From an optimization exercise on the open Yosys and OpenROAD flow, aimed at small area, a short achievable clock period and few clock cycles; shortcuts taken in it are not production practice. At most, simulation tests tie the RTL to the original design; equivalence was not proved. Power figures rest on the tool's default switching activity, not on a simulated workload.

==> flow/design.v (excerpt) <==
module levinson_top(clock, reset, start, done,
	scratch_mem_read_addr, scratch_mem_in,
	scratch_mem_write_addr, scratch_mem_out, scratch_mem_write_en);
clock: 20.0 ns
lec_check: 0
abc_area: 1
cap_margin: 20
core_margin: 2
core_utilization: 40
cts_cluster_diameter: 100
cts_cluster_size: 16
place_density: 0.6
slew_margin: 20
standard.sh (not shown) runs the stock make flow with config.mk's settings and CLKGATE_MAP_FILE= SYNTH_SCRIPT=/design/flow/synth_recipe.tcl, a recipe that flattens the netlist after the stock synthesis.
==> flow/flow/run.sh <==
#!/bin/bash
set -euo pipefail
bash standard.sh SETUP_SLACK_MARGIN=15 finish > standard.log 2>&1
The baseline produced a clean layout.
Testbench counts at the start, summed over its fixed seeds: cycles 1,327,200.
Edit:
--- a/flow/design.v
+++ b/flow/design.v
@@ -557,22 +557,21 @@
 	                      (acc[31] ? MAX32 : {1'b0, ~acc[30:0]});           
 	wire u_avail = (ul != 4'd0);
 	wire s_avail = (sl != 4'd0);
 	wire [1:0] recent = {1'b0, uf1} + {1'b0, uf2} + {1'b0, uf3};
 	wire s_ready = s_avail && (sfirst ? !young : (du >= {2'b0, recent}));
 	wire fin_ok = !s_avail && !sf1 && !sf2;
-	wire few_left = (ul == 4'd0 && sl <= 4'd1) || (ul == 4'd1 && sl == 4'd0);
 	reg [2:0] dt;
 	reg [3:0] dk;
 	always @(*) begin
 		dt = T_NONE;
 		dk = 4'd0;
 		if (ch == C_NXT) begin
 			if (chw == 3'd0)
 				dt = (it == 4'd9) ? T_U : T_KK;
-		end else if (ch != C_NONE && chw == 3'd0 && (ch != C_FI || fin_ok) && (ch != C_I1 || few_left)) begin
+		end else if (ch != C_NONE && chw == 3'd0 && (ch != C_FI || fin_ok)) begin
 			dt = ch;
 		end else if (u_avail && du < 4'd3) begin
 			dt = T_U; dk = nu;
 		end else if (s_ready) begin
 			dt = T_S; dk = ns;
 		end else if (u_avail) begin
=> The changed run finished clean. Cell count stays flat. Worst setup slack improved by 0.036 ns. Critical path depth stays the same. Routed wire length increases by 2.1%. Synthesized cell count rose by 0.35%. Utilization went down by 0.13 points. Clock-buffer cell count shrinks by 1. Non-clock buffer count rose by 16. Flip-flop and latch count stays the same. Final area barely changes.
Testbench counts after the change, summed over its fixed seeds: cycles 1,370,400.

* * *

Another version of the RTL of levinson_top (not shown whole).
Size: ~7700 cells after synthesis, about 620 flip-flops, about 53000 sq um of cells after synthesis.
Settings: LEC_CHECK=0, ABC_AREA=1, CAP_MARGIN=20, CORE_MARGIN=2, CORE_UTILIZATION=40, PLACE_DENSITY=0.6, SLEW_MARGIN=20; clock period 20.0 ns.
run.sh (not shown) runs the stock make flow with config.mk's settings and CLKGATE_MAP_FILE= SYNTH_SCRIPT=/design/flow/synth_recipe.tcl, a recipe that flattens the netlist after the stock synthesis.
Stock flow here: none of the scripts above is used.
Edit:
--- a/flow/design.v
+++ b/flow/design.v
@@ -496,20 +496,21 @@
 	reg [3:0] ul, sl;         
 	reg [3:0] du;             
 	reg sfirst;
 	reg uf1, uf2, uf3, sf1, sf2;
 	reg young;                
 	reg f1, f2, f3, f4;       
 	reg t1, t2;               
 	reg unst;
 	reg [3:0] dcnt;           
 	reg [15:0] rem;
+	reg [16:0] d3;            
 	reg [5:0] ec;             
 	wire [5:0] ecn = ec + 6'd1;
 	reg e6, e7, e10, e13, e16, e39, ew1, ew2;
 	reg [3:0] rcn;            
 	reg [3:0] wm;
 	reg [4:0] s4;
 	reg sa_acc, sa_sum, sa_sh4, sb_ad, sb_acc, sb_mi;
 	reg [31:0] X, Y, H, AD, acc, sum, K, alp, inv, MI;
 	reg [31:0] ms, mc, T;
 	reg [4:0] ex;
@@ -576,21 +577,21 @@
 		end else if (u_avail) begin
 			dt = T_U; dk = nu;
 		end
 	end
 	wire signed [15:0] kh = K[31:16];
 	wire k_unst = (kh > 16'sd32750) || (kh < -16'sd32750);
 	wire [15:0] den = alp[31:16];
 	wire [17:0] rb = {rem, 2'b00};                          
 	wire [18:0] q1t = {1'b0, rb} - {3'b0, den};
 	wire [18:0] q2t = {1'b0, rb} - {2'b0, den, 1'b0};
-	wire [18:0] q3t = q1t - {2'b0, den, 1'b0};             
+	wire [18:0] q3t = {1'b0, rb} - {2'b0, d3};
 	wire [16:0] r2t = {rem, 1'b0} - {1'b0, den};            
 	wire [3:0] um = it - 4'd1 - jck;    
 	wire [3:0] rm = it - 4'd1 - jrk;    
 	always @(posedge clock) begin
 		ms <= mps;
 		mc <= mpc;
 		T <= t_next;
 		acc <= acc_next;
 		MI <= scratch_mem_in;
 		AD <= MI;                 
@@ -600,20 +601,21 @@
 		wa <= bufa(it[0], rm);
 		ra <= bufa(~it[0], um);
 		if (dcnt == 4'd8) rem <= r2t[16] ? {rem[14:0], 1'b0} : r2t[15:0];
 		else if (!q3t[18]) rem <= q3t[15:0];
 		else if (!q2t[18]) rem <= q2t[15:0];
 		else if (!q1t[18]) rem <= q1t[15:0];
 		else rem <= rb[15:0];
 		if (dcnt != 4'd0) begin
 			dcnt <= dcnt - 4'd1;
 			if (dcnt == 4'd8) begin
+				d3 <= {1'b0, den} + {den, 1'b0};
 				inv <= {15'd0, ~r2t[16], 16'd0};
 			end else begin
 				inv[31:16] <= {inv[29:16], !q3t[18] || !q2t[18], !q3t[18] || (q2t[18] && !q1t[18])};
 			end
 		end
 		case (mode)
 		M_IDLE: begin
 			ra <= start ? 12'd273 : 12'd272;    
 			mode <= start ? M_RUN : M_IDLE;
 			pro <= start;
Effect: Hold slack loses 0.0087 ns. Final area goes up by 1.2%. Non-clock buffer count falls by 5. Wire length goes down by 0.55%. Register-to-register slack is worse by 0.21 ns. Combinational power shrinks by 5.0%.
Function was not checked in any run of this note: the RTL went through the layout flow alone.

## afterwards: timing with drivers on the ports
How much do the figures lean on ideal ports? The routed layouts below were timed once more, with nothing changed but the port constraints.
Step 1 sets driving cells, clkbuf_16 on the clock port and buf_2 on the other inputs (assumed; they add their load-dependent delay and slew).
Step 2, shift: input delay + t, output delay - t, t = (earliest + latest rising clock arrival at the registers) / 2. This alone moves slack from input paths to output paths.
Three values: ideal ports, drivers, drivers and shift; two values: the first two.
run	t, ns	slack for setup (ns)	clock arrival spread, ns	worst data-port slew with drivers (ns)
the first run of note 1	0.770	14.780 / 14.697 / 14.610	0.037 / 0.037	0.06
the second run of note 1	0.764	14.816 / 14.735 / 14.710	0.046 / 0.046	0.08
the first run of note 2	0.799	13.758 / 13.758 / 13.758	0.040 / 0.039	0.04
the second run of note 2	0.795	13.553 / 13.553 / 13.553	0.055 / 0.054	0.05
After both steps setup and hold are still met in every run listed. The setup slack of the first run of note 1, which loses most, moves by -0.083 ns with the drivers and by -0.170 ns with both steps.
